This design comes from an exercise in tuning for small area on the open sky130 flow, not from production work.
Only simulation tests tie the RTL to the original design; equivalence was not proved.
Power is estimated from default activity; no workload was simulated.

==> flow/design.v <==
module router_fifo(clk,rst,rd_en,we,din,dout,full,cnt_nz,sft_rst,rd_eff);
input clk,rst,rd_en,we,sft_rst;
input [7:0]din;
output [7:0]dout;
output full,cnt_nz,rd_eff;
reg [7:0]mem[15:0];
reg [4:0]cnt;
reg rd_q;
integer i;
wire wr_eff;
assign full=cnt[4];
assign cnt_nz=|cnt;
assign rd_eff=rd_en&cnt_nz&!sft_rst;
assign wr_eff=we&!full&!sft_rst;
always@(posedge clk)
begin
	if(wr_eff)
	begin
		mem[0]<=din;
		for(i=1;i<16;i=i+1)
			mem[i]<=mem[i-1];
	end
end
always@(posedge clk)
begin
	if(!rst||sft_rst)
		cnt<=5'd0;
	else if(wr_eff&&!rd_eff)
		cnt<=cnt+1'b1;
	else if(rd_eff&&!wr_eff)
		cnt<=cnt-1'b1;
end
always@(posedge clk)
begin
	if(!rst)
		rd_q<=1'b0;
	else
		rd_q<=rd_eff;
end
reg [7:0]mo;
always@(*)
begin
	mo=8'h00;
	for(i=0;i<16;i=i+1)
		mo=mo|({8{rd_q&&cnt[3:0]==i}}&mem[i]);
end
assign dout=mo;
endmodule
module rfsm(clk,rst,pkt_vld,din,sft_any,cnt_nz0,cnt_nz1,cnt_nz2,fifo_full,parity_done,low_pkt_vld,addr,busy,detect_add,wait_state,lfd_state,ld_state,laf_state,cpe_state,write_enb_reg);
input clk,rst,pkt_vld,sft_any,cnt_nz0,cnt_nz1,cnt_nz2,fifo_full,parity_done,low_pkt_vld;
input [1:0]din;
output reg [1:0]addr;
output busy,detect_add,wait_state,lfd_state,ld_state,laf_state,cpe_state,write_enb_reg;
parameter DECODE_ADDRESS = 3'b000,
	  WAIT_TILL_EMPTY=3'b001,
	  LOAD_FIRST_DATA = 3'b010,
	  LOAD_DATA = 3'b011,
	  LOAD_PARITY=3'b100,
	  FIFO_FULL_STATE=3'b101,
	  LOAD_AFTER_FULL=3'b110,
	  CHECK_PARITY_ERROR=3'b111;
reg [2:0] state,next;
reg din_empty,addr_empty;
always@(posedge clk)
begin
	if(!rst)
		addr<=2'd0;
	else if(state==DECODE_ADDRESS)
		addr<=din;
end
always@(posedge clk)
begin
	if(!rst||sft_any)
		state<=DECODE_ADDRESS;
	else
		state<=next;
end
always@(*)
begin
	case(din)
		2'd0:din_empty=!cnt_nz0;
		2'd1:din_empty=!cnt_nz1;
		default:din_empty=!cnt_nz2;
	endcase
	case(addr)
		2'd0:addr_empty=!cnt_nz0;
		2'd1:addr_empty=!cnt_nz1;
		2'd2:addr_empty=!cnt_nz2;
		default:addr_empty=1'b0;
	endcase
end
always@(*)
begin
	next=DECODE_ADDRESS;
	case(state)
		DECODE_ADDRESS:
			if(pkt_vld&&din!=2'd3)
				next=din_empty?LOAD_FIRST_DATA:WAIT_TILL_EMPTY;
		WAIT_TILL_EMPTY:
			next=addr_empty?LOAD_FIRST_DATA:WAIT_TILL_EMPTY;
		LOAD_FIRST_DATA:
			next=LOAD_DATA;
		LOAD_DATA:
			if(fifo_full)
				next=FIFO_FULL_STATE;
			else if(!pkt_vld)
				next=LOAD_PARITY;
			else
				next=LOAD_DATA;
		LOAD_PARITY:
			next=CHECK_PARITY_ERROR;
		FIFO_FULL_STATE:
			next=fifo_full?FIFO_FULL_STATE:LOAD_AFTER_FULL;
		LOAD_AFTER_FULL:
			if(parity_done)
				next=DECODE_ADDRESS;
			else if(low_pkt_vld)
				next=LOAD_PARITY;
			else
				next=LOAD_DATA;
		CHECK_PARITY_ERROR:
			next=fifo_full?FIFO_FULL_STATE:DECODE_ADDRESS;
	endcase
end
assign detect_add=(state==DECODE_ADDRESS);
assign wait_state=(state==WAIT_TILL_EMPTY);
assign lfd_state=(state==LOAD_FIRST_DATA);
assign ld_state=(state==LOAD_DATA);
assign laf_state=(state==LOAD_AFTER_FULL);
assign cpe_state=(state==CHECK_PARITY_ERROR);
assign write_enb_reg=(state==LOAD_DATA)||(state==LOAD_PARITY)||(state==LOAD_AFTER_FULL);
assign busy=!((state==DECODE_ADDRESS)||(state==LOAD_DATA));
endmodule
module router_reg(clk,rst,pkt_vld,din,fifo_full,detect_add,wait_state,lfd_state,ld_state,laf_state,cpe_state,parity_done,low_pkt_vld,err,dout);
input clk,rst,pkt_vld,fifo_full,detect_add,wait_state,lfd_state,ld_state,laf_state,cpe_state;
input [7:0]din;
output reg parity_done,low_pkt_vld,err;
output reg [7:0]dout;
reg [7:0]par;
wire load_parity=(ld_state&&!pkt_vld&&!fifo_full)||(laf_state&&!parity_done&&low_pkt_vld);
always@(posedge clk)
begin
	if(detect_add||(ld_state&&!fifo_full)||(!pkt_vld&&!ld_state&&!wait_state&&!lfd_state))
		dout<=din;
end
always@(posedge clk)
begin
	if(!rst||cpe_state)
		low_pkt_vld<=1'b0;
	else if(ld_state&&!pkt_vld)
		low_pkt_vld<=1'b1;
end
always@(posedge clk)
begin
	if(detect_add)
		par<=din;
	else if(lfd_state&&!pkt_vld)
		par<=8'd0;
	else if((ld_state&&pkt_vld)||load_parity)
		par<=par^din;
end
always@(posedge clk)
begin
	if(!rst||detect_add)
		parity_done<=1'b0;
	else if(load_parity)
		parity_done<=1'b1;
end
always@(posedge clk)
begin
	if(!rst)
		err<=1'b0;
	else
		err<=parity_done&&(par!=8'd0);
end
endmodule
module rsynch(clk,rst,rd_en,cnt_nz,vld_out,sft_rst);
input clk,rst,rd_en,cnt_nz;
output vld_out,sft_rst;
reg [4:0]count;
assign sft_rst=&count;
assign vld_out=cnt_nz&!sft_rst;
always@(posedge clk)
begin
	if(!rst||!vld_out||rd_en)
		count<=5'b11110;
	else
		count<={count[3:0],count[4]^count[2]};
end
endmodule
module router_top(clk,rst,din,rd_en0,rd_en1,rd_en2,pkt_vld,vld_out0,vld_out1,vld_out2,dout0,dout1,dout2,busy,err);
input clk,rst,rd_en0,rd_en1,rd_en2,pkt_vld;
input [7:0] din;
output vld_out0,vld_out1,vld_out2,busy,err;
output [7:0]dout0,dout1,dout2;
wire [7:0]data;
wire [1:0]addr;
wire full0,full1,full2,nz0,nz1,nz2,sft_rst0,sft_rst1,sft_rst2,rde0,rde1,rde2;
wire detect_add,wait_state,lfd_state,ld_state,laf_state,cpe_state,write_enb_reg,parity_done,low_pkt_vld;
reg fifo_full;
always@(*)
begin
	case(addr)
		2'd0:fifo_full=full0;
		2'd1:fifo_full=full1;
		2'd2:fifo_full=full2;
		default:fifo_full=1'b0;
	endcase
end
rfsm FSM(clk,rst,pkt_vld,din[1:0],sft_rst0|sft_rst1|sft_rst2,nz0,nz1,nz2,fifo_full,parity_done,low_pkt_vld,addr,busy,detect_add,wait_state,lfd_state,ld_state,laf_state,cpe_state,write_enb_reg);
router_reg REG(clk,rst,pkt_vld,din,fifo_full,detect_add,wait_state,lfd_state,ld_state,laf_state,cpe_state,parity_done,low_pkt_vld,err,data);
rsynch SYN0(clk,rst,rd_en0,nz0,vld_out0,sft_rst0);
rsynch SYN1(clk,rst,rd_en1,nz1,vld_out1,sft_rst1);
rsynch SYN2(clk,rst,rd_en2,nz2,vld_out2,sft_rst2);
router_fifo FIFO_0(clk,rst,rd_en0,write_enb_reg&&addr==2'd0,data,dout0,full0,nz0,sft_rst0,rde0);
router_fifo FIFO_1(clk,rst,rd_en1,write_enb_reg&&addr==2'd1,data,dout1,full1,nz1,sft_rst1,rde1);
router_fifo FIFO_2(clk,rst,rd_en2,write_enb_reg&&addr==2'd2,data,dout2,full2,nz2,sft_rst2,rde2);
endmodule
==> flow/config.mk <==
export PLATFORM = sky130hd
export DESIGN_NAME = router_top
export DESIGN_NICKNAME = router_top
export VERILOG_FILES = /design/flow/design.v
export SDC_FILE = /design/flow/constraint.sdc
export NUM_CORES = 4
export LEC_CHECK = 0
export CAP_MARGIN = 20
export CORE_MARGIN = 2
export CORE_UTILIZATION = 70
export SLEW_MARGIN = 20
==> flow/constraint.sdc <==
create_clock -name core_clock -period 4.0 [get_ports {clk}]
set_input_delay 0.8000 -clock core_clock [delete_from_list [all_inputs] [get_ports {clk}]]
set_output_delay 0.8000 -clock core_clock [all_outputs]
set_load 0.01 [all_outputs]
standard.sh (not shown) runs the stock make flow with config.mk's settings and CLKGATE_MAP_FILE= SYNTH_SCRIPT=/design/flow/synth_recipe.tcl, a recipe that flattens the netlist after the stock synthesis.
==> flow/flow/run.sh <==
#!/bin/bash
# Own layout flow: the standard layout (standard.sh) with
#  - the standard synthesis script, but an area-oriented ABC mapping script
#    (flow/area.abc) for the combinational logic; registers are mapped by
#    dfflibmap before ABC exactly as in the standard synthesis,
#  - smaller port buffers,
#  - a clock tree of clkbuf_8 leaves without dummy loads,
#  - no pre-placement upsizing (ABC buffers are removed instead),
#  - global placement that does not keep its timing-driven buffering, and
#    downsizing of non-critical cells after global routing.
set -euo pipefail
W=$PWD
sed "s#log_cmd abc {\*}\$abc_args#set abc_args [lreplace \$abc_args 1 1 $W/flow/area.abc]; log_cmd abc {*}\$abc_args#" \
  "$FLOW_HOME/scripts/synth.tcl" > "$W/synth_area.tcl"
grep -q "flow/area.abc" "$W/synth_area.tcl"
sed "s#source \$::env(SCRIPTS_DIR)/synth.tcl#source $W/synth_area.tcl#" synth_recipe.tcl > "$W/synth_recipe_area.tcl"
grep -q "synth_area.tcl" "$W/synth_recipe_area.tcl"
sed "s#SYNTH_SCRIPT=[^ ]*#SYNTH_SCRIPT=$W/synth_recipe_area.tcl#" standard.sh > "$W/standard_area.sh"
grep -q "synth_recipe_area.tcl" "$W/standard_area.sh"
export BUFFER_PORTS_ARGS="-buffer_cell sky130_fd_sc_hd__buf_1"
export REMOVE_ABC_BUFFERS=1
export RECOVER_POWER=100
export GPL_KEEP_OVERFLOW=0
export CTS_ARGS="-sink_clustering_enable -repair_clock_nets -sink_clustering_size 16 -sink_clustering_max_diameter 80 -buf_list sky130_fd_sc_hd__clkbuf_8 -dont_use_dummy_load"
bash "$W/standard_area.sh" finish > standard_flow.log 2>&1
==> flow/flow/area.abc <==
strash
&get -n
&st
&syn4
&dch -f
&nf -a -R 100
&put
topo
stime -c
==> next run, changes <==
--- a/flow/flow/run.sh
+++ b/flow/flow/run.sh
@@ -23,3 +23,3 @@
 export GPL_KEEP_OVERFLOW=0
-export CTS_ARGS="-sink_clustering_enable -repair_clock_nets -sink_clustering_size 16 -sink_clustering_max_diameter 80 -buf_list sky130_fd_sc_hd__clkbuf_8 -dont_use_dummy_load"
+export CTS_ARGS="-sink_clustering_enable -repair_clock_nets -sink_clustering_size 18 -sink_clustering_max_diameter 100 -buf_list sky130_fd_sc_hd__clkbuf_8 -dont_use_dummy_load"
 bash "$W/standard_area.sh" finish > standard_flow.log 2>&1
CAP_MARGIN = 5   (was 20)
CORE_UTILIZATION = 60   (was 70)
SLEW_MARGIN = 5   (was 20)
Outcome: The new run produced a clean layout; wire length rises by about 2.6%; synthesized area is unchanged; non-clock buffer count falls by 6; worst setup slack improves by 85 ps; via count falls by about 1.3%; final cell count rises by about 3.5%.

========
== job 101 ==
RTL: the design.v shown in full above, as it stands there.
==> flow/config.mk <==
export PLATFORM = sky130hd
export DESIGN_NAME = router_top
export DESIGN_NICKNAME = router_top
export VERILOG_FILES = /design/flow/design.v
export SDC_FILE = /design/flow/constraint.sdc
export NUM_CORES = 4
export LEC_CHECK = 0
export CAP_MARGIN = 20
export CORE_MARGIN = 2
export CORE_UTILIZATION = 40
export CTS_BUF_LIST = sky130_fd_sc_hd__clkbuf_8
export CTS_CLUSTER_DIAMETER = 80
export CTS_CLUSTER_SIZE = 16
export GPL_TIMING_DRIVEN = 0
export SLEW_MARGIN = 20
==> flow/constraint.sdc <==
create_clock -name core_clock -period 4.0 [get_ports {clk}]
set_input_delay 0.8000 -clock core_clock [delete_from_list [all_inputs] [get_ports {clk}]]
set_output_delay 0.8000 -clock core_clock [all_outputs]
set_load 0.01 [all_outputs]
run.sh (not shown) runs the stock make flow with config.mk's settings and CLKGATE_MAP_FILE= SYNTH_SCRIPT=/design/flow/synth_recipe.tcl, a recipe that flattens the netlist after the stock synthesis.
Stock flow here: none of the scripts above is used.
> inputs changed (job 101 -> job 102)
Settings: clearing CTS_CLUSTER_SIZE, which used to be 16; clearing GPL_TIMING_DRIVEN, which used to be 0; swapping 20 for 5 in SLEW_MARGIN; clearing CTS_CLUSTER_DIAMETER, which used to be 80; clearing CTS_BUF_LIST, which used to be sky130_fd_sc_hd__clkbuf_8; swapping 20 for 5 in CAP_MARGIN; swapping 40 for 60 in CORE_UTILIZATION.
==> flow/flow/run.sh (new file) <==
#!/bin/bash
# Own layout flow: the standard layout (standard.sh) with
#  - the standard synthesis script, but an area-oriented ABC mapping script
#    (flow/area.abc) for the combinational logic; registers are mapped by
#    dfflibmap before ABC exactly as in the standard synthesis,
#  - smaller port buffers,
#  - a clock tree of clkbuf_8 leaves (up to 18 sinks each) without dummy loads,
#  - no pre-placement upsizing (ABC buffers are removed instead),
#  - global placement that does not keep its timing-driven buffering, and
#    downsizing of non-critical cells after global routing.
set -euo pipefail
W=$PWD
sed "s#log_cmd abc {\*}\$abc_args#set abc_args [lreplace \$abc_args 1 1 $W/flow/area.abc]; log_cmd abc {*}\$abc_args#" \
  "$FLOW_HOME/scripts/synth.tcl" > "$W/synth_area.tcl"
grep -q "flow/area.abc" "$W/synth_area.tcl"
sed "s#source \$::env(SCRIPTS_DIR)/synth.tcl#source $W/synth_area.tcl#" synth_recipe.tcl > "$W/synth_recipe_area.tcl"
grep -q "synth_area.tcl" "$W/synth_recipe_area.tcl"
sed "s#SYNTH_SCRIPT=[^ ]*#SYNTH_SCRIPT=$W/synth_recipe_area.tcl#" standard.sh > "$W/standard_area.sh"
grep -q "synth_recipe_area.tcl" "$W/standard_area.sh"
export BUFFER_PORTS_ARGS="-buffer_cell sky130_fd_sc_hd__buf_1"
export REMOVE_ABC_BUFFERS=1
export RECOVER_POWER=100
export GPL_KEEP_OVERFLOW=0
export CTS_ARGS="-sink_clustering_enable -repair_clock_nets -sink_clustering_size 18 -sink_clustering_max_diameter 100 -buf_list sky130_fd_sc_hd__clkbuf_8 -dont_use_dummy_load"
bash "$W/standard_area.sh" finish > standard_flow.log 2>&1
==> flow/flow/area.abc (new file) <==
strash
&get -n
&st
&syn2
&dch -f
&nf -a -R 100
&put
strash
&get -n
&st
&dch -f
&nf -a -R 100
&put
topo
stime -c
==> flow/standard.sh (new file) <==
#!/bin/bash
# synth_recipe.tcl (not shown) runs the flow's synth.tcl, then flattens the netlist and writes it again
# the make line also repeats each setting of config.mk as NAME=value (left out here)
make -C /OpenROAD-flow-scripts/flow DESIGN_CONFIG=/design/flow/config.mk WORK_HOME=/design/flow/orfs CLKGATE_MAP_FILE= SYNTH_SCRIPT=/design/flow/synth_recipe.tcl "${@:-finish}"
removed: flow/run.sh
The portion of total power attributed to the clock network in job 102 was lower than what job 101 gave. Instance count of the mapped netlist ends up lower on job 102. Between job 101 and job 102, the difference in adder and majority gate portion of the synthesized area is negligible. On fraction of area in multi-input gates: between job 101 and job 102, it ends up higher for job 101. Job 102 against job 101: wire length shrank by 6.3%, worst setup slack after layout grew by 0.0092 ns, global-route usage grew by 8.2 points, sequential share of cell area grew by 6.5 points, power shrank by about 2.3%. Cell area after synthesis on job 102 is ahead of job 101. Finished layout cell area: job 102 < job 101.

separate check: timing with driven ports:
No port has a modelled driver above. Below, the same layouts with a new extraction and two added sets of constraints.
Step 1 (the two cells are an assumption about what drives the block):
set clk [get_ports {clk}]
set_driving_cell -lib_cell sky130_fd_sc_hd__clkbuf_16 $clk
set_driving_cell -lib_cell sky130_fd_sc_hd__buf_2 [delete_from_list [all_inputs] $clk]
Step 2 also shifts input and output timing later by t, the mid clock arrival at the registers, as if the neighbouring blocks saw the same clock.
Three values: ideal, step 1, step 2; two values: the first two.
run | shift t [ns] | slack for setup (ns) | hold WS [ns] | pins driven straight from the clock port
the first run of note 1 | 0.635 | 0.151 / 0.107 / 0.303 | 0.425 / 0.425 / 0.425 | 1
the second run of note 1 | 0.621 | 0.236 / 0.188 / 0.292 | 0.420 / 0.413 / 0.420 | 1
job 101 | 0.683 | 0.090 / 0.039 / 0.269 | 0.433 / 0.433 / 0.433 | 1
job 102 | 0.629 | 0.099 / 0.052 / 0.220 | 0.410 / 0.410 / 0.410 | 1
After both steps every run listed still meets setup and hold.
